Source: an optimization exercise on an open RTL-to-GDS flow (aim: small area and a short achievable clock period). Production flows keep margins and buffers that such runs may drop. The RTL was checked by simulation tests, not by an equivalence proof against the original design. No driver is modelled on the clock port, so clock power and skew are understated where the tree is cut down; a real chip needs a root buffer or a tree. Power and IR drop assume default switching activity.

==> flow/design.v <==
module LOG2_NORM (x, mn, ip);
  input  [15:0] x;
  output [4:0]  mn;    
  output [4:0]  ip;    
  wire        a3 = |x[15:12];
  wire        a2 = |x[11:8];
  wire        a1 = |x[7:4];
  wire        a0 = |x[3:0];
  wire [15:7] w  = a3 ? x[15:7] :
                   a2 ? x[11:3] :
                   a1 ? {x[7:0], 1'b0} : {x[3:0], 5'b0};
  wire [4:0]  m  = w[15] ? w[14:10] :
                   w[14] ? w[13:9] :
                   w[13] ? w[12:8] : w[11:7];
  assign      mn = ~m;
  wire        p3 = a3 | a2;
  wire        p2 = a3 | (~a2 & a1);
  wire        p1 = w[15] | w[14];
  wire        p0 = w[15] | (~w[14] & w[13]);
  wire        zero = ~(a3 | a2 | a1 | a0);
  assign ip = zero ? 5'b11000 : {1'b0, p3, p2, p1, p0} - 5'd7;
endmodule   
module LOG2_TABLE (mn, t);
  input  [4:0] mn;    
  output [9:0] t;
  wire   [4:0] m = ~mn;
  localparam [31:0] TBIT0 = 32'hf77f0002;
  localparam [31:0] TBIT1 = 32'h05051774;
  localparam [31:0] TBIT2 = 32'h06531afa;
  localparam [31:0] TBIT3 = 32'had30e356;
  localparam [31:0] TBIT4 = 32'h630ffc64;
  localparam [31:0] TBIT5 = 32'hb5aaaad2;
  localparam [31:0] TBIT6 = 32'hc6333364;
  localparam [31:0] TBIT7 = 32'hf83c3c78;
  localparam [31:0] TBIT8 = 32'hffc03f80;
  localparam [31:0] TBIT9 = 32'hffffc000;
  assign t = {TBIT9[m], TBIT8[m], TBIT7[m], TBIT6[m], TBIT5[m],
              TBIT4[m], TBIT3[m], TBIT2[m], TBIT1[m], TBIT0[m]};
endmodule   
module LOG2_FIXED_POINT
          (i_CLK,
           i_RSTn,
           i_VALID,
           i_DATA_VALID,
           i_DATA,
           o_VALID,
           o_LOG2_VALID,
           o_LOG2);
  input   i_CLK;
  input   i_RSTn;
  input   i_VALID;
  input   i_DATA_VALID;
  input   [15:0] i_DATA;   
  output  o_VALID;
  output  o_LOG2_VALID;
  output  signed [18:0] o_LOG2;   
  wire [4:0] mn;      
  wire [4:0] ip;      
  wire [9:0] t;       
  LOG2_NORM u_norm (.x(i_DATA), .mn(mn), .ip(ip));
  reg  [4:0] r_mn;
  reg  [4:0] r_ip;
  reg        r_vld;   
  always @(posedge i_CLK or negedge i_RSTn)
    if (!i_RSTn)
      r_vld <= 1'b0;
    else if (i_VALID)
      r_vld <= i_DATA_VALID;
  always @(posedge i_CLK)
    if (i_VALID) begin
      r_mn <= mn;
      r_ip <= ip;
    end
  LOG2_TABLE u_table (.mn(r_mn), .t(t));
  assign o_LOG2       = {{4{r_ip[4]}}, r_ip, t};
  assign o_LOG2_VALID = r_vld;
  assign o_VALID      = i_VALID;
endmodule   
clock: 4.0 ns
lec_check: 0
cap_margin: 20
core_margin: 2
core_utilization: 20
setup_slack_margin: 1.7
slew_margin: 20
standard.sh (not shown) runs the stock make flow with config.mk's settings and CLKGATE_MAP_FILE= SYNTH_SCRIPT=/design/flow/synth_recipe.tcl, a recipe that flattens the netlist after the stock synthesis.
==> flow/flow/run.sh <==
#!/bin/bash
# Own layout flow. Synthesis: LOG2_NORM is taken as the cell netlist in
# flow/norm_cells.v (the same function as rtl/CLZ.v), LOG2_TABLE is mapped by
# ABC for speed, then the design is flattened. Layout: the standard ORFS
# flow from that netlist, with minimum-size port buffers and a small clock tree.
set -euo pipefail
here=$(pwd)
YOSYS=$FLOW_HOME/../tools/install/yosys/bin/yosys
LIB=$FLOW_HOME/platforms/sky130hd/lib/sky130_fd_sc_hd__tt_025C_1v80.lib
DU="-dont_use *probe* -dont_use *lpflow* -dont_use *clkdly* -dont_use *dlygate* -dont_use *dlymetal*"
mkdir -p syn
cat > syn/synth.ys <<EOS
read_liberty -lib $LIB
read_verilog -defer $FLOW_DESIGN
read_verilog -defer -overwrite $here/flow/norm_cells.v
hierarchy -check -top $FLOW_TOP
synth -nofsm -noshare -top $FLOW_TOP
opt -purge
dfflibmap -liberty $LIB $DU
opt
abc -script $here/flow/table.abc -liberty $LIB $DU LOG2_TABLE
abc -script $here/flow/top.abc -liberty $LIB $DU $FLOW_TOP
flatten
setundef -zero
splitnets
opt_clean -purge
hilomap -singleton -hicell sky130_fd_sc_hd__conb_1 HI -locell sky130_fd_sc_hd__conb_1 LO
insbuf -buf sky130_fd_sc_hd__buf_1 A X
rename -hide w:*\$func\$*
check -assert -mapped
tee -o $here/syn/stat.txt stat -liberty $LIB
write_verilog -noattr -nohex -nodec $here/syn/netlist.v
EOS
$YOSYS -l syn/yosys.log -q syn/synth.ys > /dev/null
CK=sky130_fd_sc_hd__clkbuf_4
bash standard.sh SYNTH_NETLIST_FILES=$here/syn/netlist.v \
  "BUFFER_PORTS_ARGS=-buffer_cell sky130_fd_sc_hd__buf_1" \
  "CTS_ARGS=-sink_clustering_enable -repair_clock_nets -buf_list $CK -root_buf $CK -sink_clustering_size 30 -sink_clustering_max_diameter 300 -dont_use_dummy_load" \
  finish > standard.log 2>&1
==> flow/flow/norm_cells.v <==
// Generated by gen/gen_norm.py: LOG2_NORM as sky130_fd_sc_hd cells.
module LOG2_NORM (x, mn, ip);
  input  [15:0] x;
  output [4:0]  mn;
  output [4:0]  ip;
  wire a1, a2, a3, c3, h1, h2, h3, l1, l2, l3, ma0, ma1, ma2, ma3, ma4, mb0, mb1, mb2, mb3, mb4, p2, p3, s0, s1, s2, s3, t0, t1, t2, w12, w13, w14, w15, wa12, wa13, wa14, wa15, wb12, wb13, wb14, wb15, wn10, wn11, wn12, wn13, wn14, wn7, wn8, wn9, z0;
  sky130_fd_sc_hd__nor2_1 u_h3 (.A(x[15]), .B(x[14]), .Y(h3));
  sky130_fd_sc_hd__nor2_1 u_l3 (.A(x[13]), .B(x[12]), .Y(l3));
  sky130_fd_sc_hd__nand2_1 u_a3 (.A(h3), .B(l3), .Y(a3));
  sky130_fd_sc_hd__nor2_1 u_h2 (.A(x[11]), .B(x[10]), .Y(h2));
  sky130_fd_sc_hd__nor2_1 u_l2 (.A(x[9]), .B(x[8]), .Y(l2));
  sky130_fd_sc_hd__nand2_1 u_a2 (.A(h2), .B(l2), .Y(a2));
  sky130_fd_sc_hd__nor2_1 u_h1 (.A(x[7]), .B(x[6]), .Y(h1));
  sky130_fd_sc_hd__nor2_1 u_l1 (.A(x[5]), .B(x[4]), .Y(l1));
  sky130_fd_sc_hd__nand2_1 u_a1 (.A(h1), .B(l1), .Y(a1));
  sky130_fd_sc_hd__nor4_1 u_z0 (.A(x[3]), .B(x[2]), .C(x[1]), .D(x[0]), .Y(z0));
  sky130_fd_sc_hd__buf_1 u_s3 (.A(a3), .X(s3));
  sky130_fd_sc_hd__nor2b_1 u_s2 (.A(a3), .B_N(a2), .Y(s2));
  sky130_fd_sc_hd__nor3b_1 u_s1 (.A(a3), .B(a2), .C_N(a1), .Y(s1));
  sky130_fd_sc_hd__nor3_1 u_s0 (.A(a3), .B(a2), .C(a1), .Y(s0));
  sky130_fd_sc_hd__or2_0 u_p3 (.A(a3), .B(a2), .X(p3));
  sky130_fd_sc_hd__or2_0 u_p2 (.A(a3), .B(s1), .X(p2));
  sky130_fd_sc_hd__a22oi_1 u_wa15 (.A1(s3), .A2(x[15]), .B1(s2), .B2(x[11]), .Y(wa15));
  sky130_fd_sc_hd__a22oi_1 u_wb15 (.A1(s1), .A2(x[7]), .B1(s0), .B2(x[3]), .Y(wb15));
  sky130_fd_sc_hd__nand2_1 u_w15 (.A(wa15), .B(wb15), .Y(w15));
  sky130_fd_sc_hd__a22oi_1 u_wa14 (.A1(s3), .A2(x[14]), .B1(s2), .B2(x[10]), .Y(wa14));
  sky130_fd_sc_hd__a22oi_1 u_wb14 (.A1(s1), .A2(x[6]), .B1(s0), .B2(x[2]), .Y(wb14));
  sky130_fd_sc_hd__nand2_1 u_w14 (.A(wa14), .B(wb14), .Y(w14));
  sky130_fd_sc_hd__a22oi_1 u_wa13 (.A1(s3), .A2(x[13]), .B1(s2), .B2(x[9]), .Y(wa13));
  sky130_fd_sc_hd__a22oi_1 u_wb13 (.A1(s1), .A2(x[5]), .B1(s0), .B2(x[1]), .Y(wb13));
  sky130_fd_sc_hd__nand2_1 u_w13 (.A(wa13), .B(wb13), .Y(w13));
  sky130_fd_sc_hd__a22oi_1 u_wa12 (.A1(s3), .A2(x[12]), .B1(s2), .B2(x[8]), .Y(wa12));
  sky130_fd_sc_hd__a22oi_1 u_wb12 (.A1(s1), .A2(x[4]), .B1(s0), .B2(x[0]), .Y(wb12));
  sky130_fd_sc_hd__nand2_1 u_w12 (.A(wa12), .B(wb12), .Y(w12));
  sky130_fd_sc_hd__a222oi_1 u_wn11 (.A1(s3), .A2(x[11]), .B1(s2), .B2(x[7]), .C1(s1), .C2(x[3]), .Y(wn11));
  sky130_fd_sc_hd__a222oi_1 u_wn10 (.A1(s3), .A2(x[10]), .B1(s2), .B2(x[6]), .C1(s1), .C2(x[2]), .Y(wn10));
  sky130_fd_sc_hd__a222oi_1 u_wn9 (.A1(s3), .A2(x[9]), .B1(s2), .B2(x[5]), .C1(s1), .C2(x[1]), .Y(wn9));
  sky130_fd_sc_hd__a222oi_1 u_wn8 (.A1(s3), .A2(x[8]), .B1(s2), .B2(x[4]), .C1(s1), .C2(x[0]), .Y(wn8));
  sky130_fd_sc_hd__a22oi_1 u_wn7 (.A1(s3), .A2(x[7]), .B1(s2), .B2(x[3]), .Y(wn7));
  sky130_fd_sc_hd__inv_1 u_wn14 (.A(w14), .Y(wn14));
  sky130_fd_sc_hd__inv_1 u_wn13 (.A(w13), .Y(wn13));
  sky130_fd_sc_hd__inv_1 u_wn12 (.A(w12), .Y(wn12));
  sky130_fd_sc_hd__nor2_1 u_t2 (.A(w15), .B(wn14), .Y(t2));
  sky130_fd_sc_hd__nor3_1 u_t1 (.A(w15), .B(w14), .C(wn13), .Y(t1));
  sky130_fd_sc_hd__nor3_1 u_t0 (.A(w15), .B(w14), .C(w13), .Y(t0));
  sky130_fd_sc_hd__a22oi_1 u_ma4 (.A1(w15), .A2(wn14), .B1(t2), .B2(wn13), .Y(ma4));
  sky130_fd_sc_hd__a22oi_1 u_mb4 (.A1(t1), .A2(wn12), .B1(t0), .B2(wn11), .Y(mb4));
  sky130_fd_sc_hd__nand2_1 u_mn4 (.A(ma4), .B(mb4), .Y(mn[4]));
  sky130_fd_sc_hd__a22oi_1 u_ma3 (.A1(w15), .A2(wn13), .B1(t2), .B2(wn12), .Y(ma3));
  sky130_fd_sc_hd__a22oi_1 u_mb3 (.A1(t1), .A2(wn11), .B1(t0), .B2(wn10), .Y(mb3));
  sky130_fd_sc_hd__nand2_1 u_mn3 (.A(ma3), .B(mb3), .Y(mn[3]));
  sky130_fd_sc_hd__a22oi_1 u_ma2 (.A1(w15), .A2(wn12), .B1(t2), .B2(wn11), .Y(ma2));
  sky130_fd_sc_hd__a22oi_1 u_mb2 (.A1(t1), .A2(wn10), .B1(t0), .B2(wn9), .Y(mb2));
  sky130_fd_sc_hd__nand2_1 u_mn2 (.A(ma2), .B(mb2), .Y(mn[2]));
  sky130_fd_sc_hd__a22oi_1 u_ma1 (.A1(w15), .A2(wn11), .B1(t2), .B2(wn10), .Y(ma1));
  sky130_fd_sc_hd__a22oi_1 u_mb1 (.A1(t1), .A2(wn9), .B1(t0), .B2(wn8), .Y(mb1));
  sky130_fd_sc_hd__nand2_1 u_mn1 (.A(ma1), .B(mb1), .Y(mn[1]));
  sky130_fd_sc_hd__a22oi_1 u_ma0 (.A1(w15), .A2(wn10), .B1(t2), .B2(wn9), .Y(ma0));
  sky130_fd_sc_hd__a22oi_1 u_mb0 (.A1(t1), .A2(wn8), .B1(t0), .B2(wn7), .Y(mb0));
  sky130_fd_sc_hd__nand2_1 u_mn0 (.A(ma0), .B(mb0), .Y(mn[0]));
  sky130_fd_sc_hd__and2_0 u_c3 (.A(p2), .B(w15), .X(c3));
  sky130_fd_sc_hd__nor2_1 u_ip4 (.A(p3), .B(c3), .Y(ip[4]));
  sky130_fd_sc_hd__xnor2_1 u_ip3 (.A(p3), .B(c3), .Y(ip[3]));
  sky130_fd_sc_hd__xor2_1 u_ip2 (.A(p2), .B(w15), .X(ip[2]));
  sky130_fd_sc_hd__nor2_1 u_ip1 (.A(w15), .B(t0), .Y(ip[1]));
  sky130_fd_sc_hd__a211oi_1 u_ip0 (.A1(s0), .A2(z0), .B1(w15), .C1(t1), .Y(ip[0]));
endmodule
Other scripts of this flow, unchanged in this note and not shown: flow/flow/table.abc, flow/flow/top.abc
The first run finished with timing, DRC and antenna clean.
Change:
--- a/flow/flow/run.sh
+++ b/flow/flow/run.sh
@@ -37,3 +37,4 @@
   "BUFFER_PORTS_ARGS=-buffer_cell sky130_fd_sc_hd__buf_1" \
   "CTS_ARGS=-sink_clustering_enable -repair_clock_nets -buf_list $CK -root_buf $CK -sink_clustering_size 30 -sink_clustering_max_diameter 300 -dont_use_dummy_load" \
+  POST_CTS_TCL=$here/flow/post_cts.tcl \
   finish > standard.log 2>&1
==> flow/flow/post_cts.tcl (new file) <==
# After CTS: the design has only a few flip-flops, so drive all of them from
# the root clock buffer and remove the buffers CTS placed below it.
set block [ord::get_db_block]
set root [$block findInst clkbuf_0_i_CLK]
if { $root != "NULL" } {
  set rootnet [[$root findITerm X] getNet]
  foreach inst [$block getInsts] {
    if { $inst == $root } { continue }
    if { ![string match "sky130_fd_sc_hd__clkbuf_*" [[$inst getMaster] getName]] } { continue }
    set in_net [[$inst findITerm A] getNet]
    if { $in_net != $rootnet } { continue }
    set out_net [[$inst findITerm X] getNet]
    foreach it [$out_net getITerms] {
      if { [$it getInst] == $inst } { continue }
      $it disconnect
      $it connect $rootnet
    }
    puts "post_cts: removed clock buffer [$inst getName]"
    odb::dbInst_destroy $inst
    odb::dbNet_destroy $out_net
  }
  estimate_parasitics -placement
  report_clock_skew
}
- SETUP_SLACK_MARGIN: 1.7 -> 1.4
Effect: Die area stays the same. Sequential cell count does not change. Utilization fell by 9.5 points. Hold slack is better by 0.080 ns. Count of clock-buffer cells in the layout goes down by 2. Power falls by about 27%. Cell count shrinks by about 10%. Via count decreases by about 11%. Wire length fell by 24%.
Change:
--- a/flow/flow/run.sh
+++ b/flow/flow/run.sh
@@ -10,4 +10,9 @@
 DU="-dont_use *probe* -dont_use *lpflow* -dont_use *clkdly* -dont_use *dlygate* -dont_use *dlymetal*"
 mkdir -p syn
+# The standard synthesis, run only for the names it gives the flip-flops:
+# ours are renamed to match (flow/regnames.py), pairing them by their Q nets.
+sed "s#$here/orfs#$here/refsyn#g" standard.sh > refsyn.sh
+bash refsyn.sh synth > refsyn.log 2>&1
+REF=$here/refsyn/results/sky130hd/LOG2_FIXED_POINT/base/1_2_yosys.v
 cat > syn/synth.ys <<EOS
 read_liberty -lib $LIB
@@ -33,6 +38,7 @@
 EOS
 $YOSYS -l syn/yosys.log -q syn/synth.ys > /dev/null
+python3 flow/regnames.py $REF syn/netlist.v syn/netlist_named.v > syn/regnames.log
 CK=sky130_fd_sc_hd__clkbuf_4
-bash standard.sh SYNTH_NETLIST_FILES=$here/syn/netlist.v \
+bash standard.sh SYNTH_NETLIST_FILES=$here/syn/netlist_named.v \
   "BUFFER_PORTS_ARGS=-buffer_cell sky130_fd_sc_hd__buf_1" \
   "CTS_ARGS=-sink_clustering_enable -repair_clock_nets -buf_list $CK -root_buf $CK -sink_clustering_size 30 -sink_clustering_max_diameter 300 -dont_use_dummy_load" \
==> flow/flow/regnames.py (new file) <==
#!/usr/bin/env python3
"""Give the flip-flops of our netlist the instance names the standard
synthesis gives them, pairing them by the net on their Q pin.

usage: regnames.py STANDARD_NETLIST OUR_NETLIST OUT_NETLIST
"""
import re, sys

INST = re.compile(r'^(\s*)(sky130_fd_sc_hd__(\w+))\s+(\\\S+|\S+)\s*\((.*?)\);', re.M | re.S)

def norm(net):
    return net.strip().lstrip('\\').replace(' ', '')

def flops(text):
    out = {}
    for m in INST.finditer(text):
        typ = m.group(3)
        if not re.match(r'e?df', typ):
            continue
        q = re.search(r'\.Q\(\s*(.*?)\s*\)', m.group(5), re.S)
        out[norm(q.group(1))] = (m.group(4), typ, m)
    return out

std = flops(open(sys.argv[1]).read())
ours_text = open(sys.argv[2]).read()
ours = flops(ours_text)
if set(std) != set(ours):
    sys.exit(f"flip-flops differ: standard {sorted(std)} ours {sorted(ours)}")
pieces, last = [], 0
for q, (name, typ, m) in sorted(ours.items(), key=lambda kv: kv[1][2].start()):
    sname, styp, _ = std[q]
    if re.sub(r'_\d+$', '', styp) != re.sub(r'_\d+$', '', typ):
        sys.exit(f"flip-flop on {q}: standard cell {styp}, ours {typ}")
    new = sname if sname.startswith('\\') else sname
    if new.startswith('\\'):
        new = new + ' '
    pieces.append(ours_text[last:m.start(4)])
    pieces.append(new)
    last = m.end(4)
    print(f"{name} -> {sname} ({q})")
pieces.append(ours_text[last:])
open(sys.argv[3], 'w').write(''.join(pieces))
The changed run finished clean.
Count of clock-buffer cells in the layout does not change.
Setup slack loses 0.054 ns.
Final cell count is higher by 2.4%.
Sequential power stays flat.
Synthesized cell count stays the same.
Change:
--- a/flow/flow/run.sh
+++ b/flow/flow/run.sh
@@ -42,5 +42,5 @@
 bash standard.sh SYNTH_NETLIST_FILES=$here/syn/netlist_named.v \
   "BUFFER_PORTS_ARGS=-buffer_cell sky130_fd_sc_hd__buf_1" \
-  "CTS_ARGS=-sink_clustering_enable -repair_clock_nets -buf_list $CK -root_buf $CK -sink_clustering_size 30 -sink_clustering_max_diameter 300 -dont_use_dummy_load" \
+  "CTS_ARGS=-sink_clustering_enable -repair_clock_nets -buf_list $CK -root_buf sky130_fd_sc_hd__clkbuf_8 -sink_clustering_size 30 -sink_clustering_max_diameter 300 -dont_use_dummy_load" \
   POST_CTS_TCL=$here/flow/post_cts.tcl \
   finish > standard.log 2>&1
--- a/flow/flow/norm_cells.v
+++ b/flow/flow/norm_cells.v
@@ -4,5 +4,5 @@
   output [4:0]  mn;
   output [4:0]  ip;
-  wire a1, a2, a3, c3, h1, h2, h3, l1, l2, l3, ma0, ma1, ma2, ma3, ma4, mb0, mb1, mb2, mb3, mb4, p2, p3, s0, s1, s2, s3, t0, t1, t2, w12, w13, w14, w15, wa12, wa13, wa14, wa15, wb12, wb13, wb14, wb15, wn10, wn11, wn12, wn13, wn14, wn7, wn8, wn9, z0;
+  wire a1, a2, a3, c3, h1, h2, h3, l1, l2, l3, ma0, ma1, ma2, ma3, ma4, mb0, mb1, mb2, mb3, mb4, p2, p3, s0, s1, s2, s3, t0, t1, t2, w12, w13, w14, w15, wa12, wa13, wa14, wa15, wb12, wb13, wb14, wb15, wn10, wn11, wn12, wn13, wn14, wn7, wn8, wn9, z0, za1, za2, za3;
   sky130_fd_sc_hd__nor2_1 u_h3 (.A(x[15]), .B(x[14]), .Y(h3));
   sky130_fd_sc_hd__nor2_1 u_l3 (.A(x[13]), .B(x[12]), .Y(l3));
@@ -15,8 +15,11 @@
   sky130_fd_sc_hd__nand2_1 u_a1 (.A(h1), .B(l1), .Y(a1));
   sky130_fd_sc_hd__nor4_1 u_z0 (.A(x[3]), .B(x[2]), .C(x[1]), .D(x[0]), .Y(z0));
+  sky130_fd_sc_hd__and2_0 u_za3 (.A(h3), .B(l3), .X(za3));
+  sky130_fd_sc_hd__and2_0 u_za2 (.A(h2), .B(l2), .X(za2));
+  sky130_fd_sc_hd__and2_0 u_za1 (.A(h1), .B(l1), .X(za1));
   sky130_fd_sc_hd__buf_1 u_s3 (.A(a3), .X(s3));
-  sky130_fd_sc_hd__nor2b_1 u_s2 (.A(a3), .B_N(a2), .Y(s2));
-  sky130_fd_sc_hd__nor3b_1 u_s1 (.A(a3), .B(a2), .C_N(a1), .Y(s1));
-  sky130_fd_sc_hd__nor3_1 u_s0 (.A(a3), .B(a2), .C(a1), .Y(s0));
+  sky130_fd_sc_hd__and2_0 u_s2 (.A(za3), .B(a2), .X(s2));
+  sky130_fd_sc_hd__and3_1 u_s1 (.A(za3), .B(za2), .C(a1), .X(s1));
+  sky130_fd_sc_hd__and3_1 u_s0 (.A(za3), .B(za2), .C(za1), .X(s0));
   sky130_fd_sc_hd__or2_0 u_p3 (.A(a3), .B(a2), .X(p3));
   sky130_fd_sc_hd__or2_0 u_p2 (.A(a3), .B(s1), .X(p2));
@@ -41,7 +44,7 @@
   sky130_fd_sc_hd__inv_1 u_wn13 (.A(w13), .Y(wn13));
   sky130_fd_sc_hd__inv_1 u_wn12 (.A(w12), .Y(wn12));
-  sky130_fd_sc_hd__nor2_1 u_t2 (.A(w15), .B(wn14), .Y(t2));
-  sky130_fd_sc_hd__nor3_1 u_t1 (.A(w15), .B(w14), .C(wn13), .Y(t1));
-  sky130_fd_sc_hd__nor3_1 u_t0 (.A(w15), .B(w14), .C(w13), .Y(t0));
+  sky130_fd_sc_hd__and2b_1 u_t2 (.A_N(w15), .B(w14), .X(t2));
+  sky130_fd_sc_hd__and3b_1 u_t1 (.A_N(w15), .B(wn14), .C(w13), .X(t1));
+  sky130_fd_sc_hd__and3b_1 u_t0 (.A_N(w15), .B(wn14), .C(wn13), .X(t0));
   sky130_fd_sc_hd__a22oi_1 u_ma4 (.A1(w15), .A2(wn14), .B1(t2), .B2(wn13), .Y(ma4));
   sky130_fd_sc_hd__a22oi_1 u_mb4 (.A1(t1), .A2(wn12), .B1(t0), .B2(wn11), .Y(mb4));
- CORE_UTILIZATION: 20 -> 35
=>
- The new run ran to the end with no violations
- worst setup slack improved by 0.068 ns
- wire length falls by about 0.8%
- flip-flop and latch count is unchanged
- first-iteration DRC count shrinks by 7.5%
- total power increases by about 3%
- hold slack is better by 0.030 ns
- final cell count came out lower by about 11%

-- afterwards: timing with drivers on the ports --
In the flow no input, the clock included, has a driving cell. The finished layouts below were timed again as built, in two steps. Step 1 sets driving cells, clkbuf_16 on the clock port and buf_2 on the other inputs (assumed; they add their load-dependent delay and slew). Step 2 moves the port delays by t, midway between the first and last clock arrival at a register: inputs arrive t later, outputs are due t later. That takes back most of the time a late clock gives input paths. Slacks: no drivers / after step 1 / after step 2; pairs: no drivers / after step 1.
run | t, ns | setup WS [ns] | clock arrival spread, ns | worst register clock-pin slew, ns | worst data-port slew with drivers (ns)
the first run | 0.278 | 1.698 / 1.680 / 1.409 | 0.015 / 0.016 | 0.07 / 0.07 | 0.04
the second run | 0.178 | 1.569 / 1.560 / 1.392 | 0.000 / 0.001 | 0.09 / 0.09 | 0.03
the third run | 0.177 | 1.515 / 1.513 / 1.336 | 0.000 / 0.001 | 0.10 / 0.10 | 0.03
the fourth run | 0.150 | 1.583 / 1.582 / 1.432 | 0.001 / 0.000 | 0.07 / 0.07 | 0.03
After both steps setup and hold are still met in every run listed. The setup slack of the first run, which loses most, moves by -0.018 ns with the drivers and by -0.289 ns with both steps.
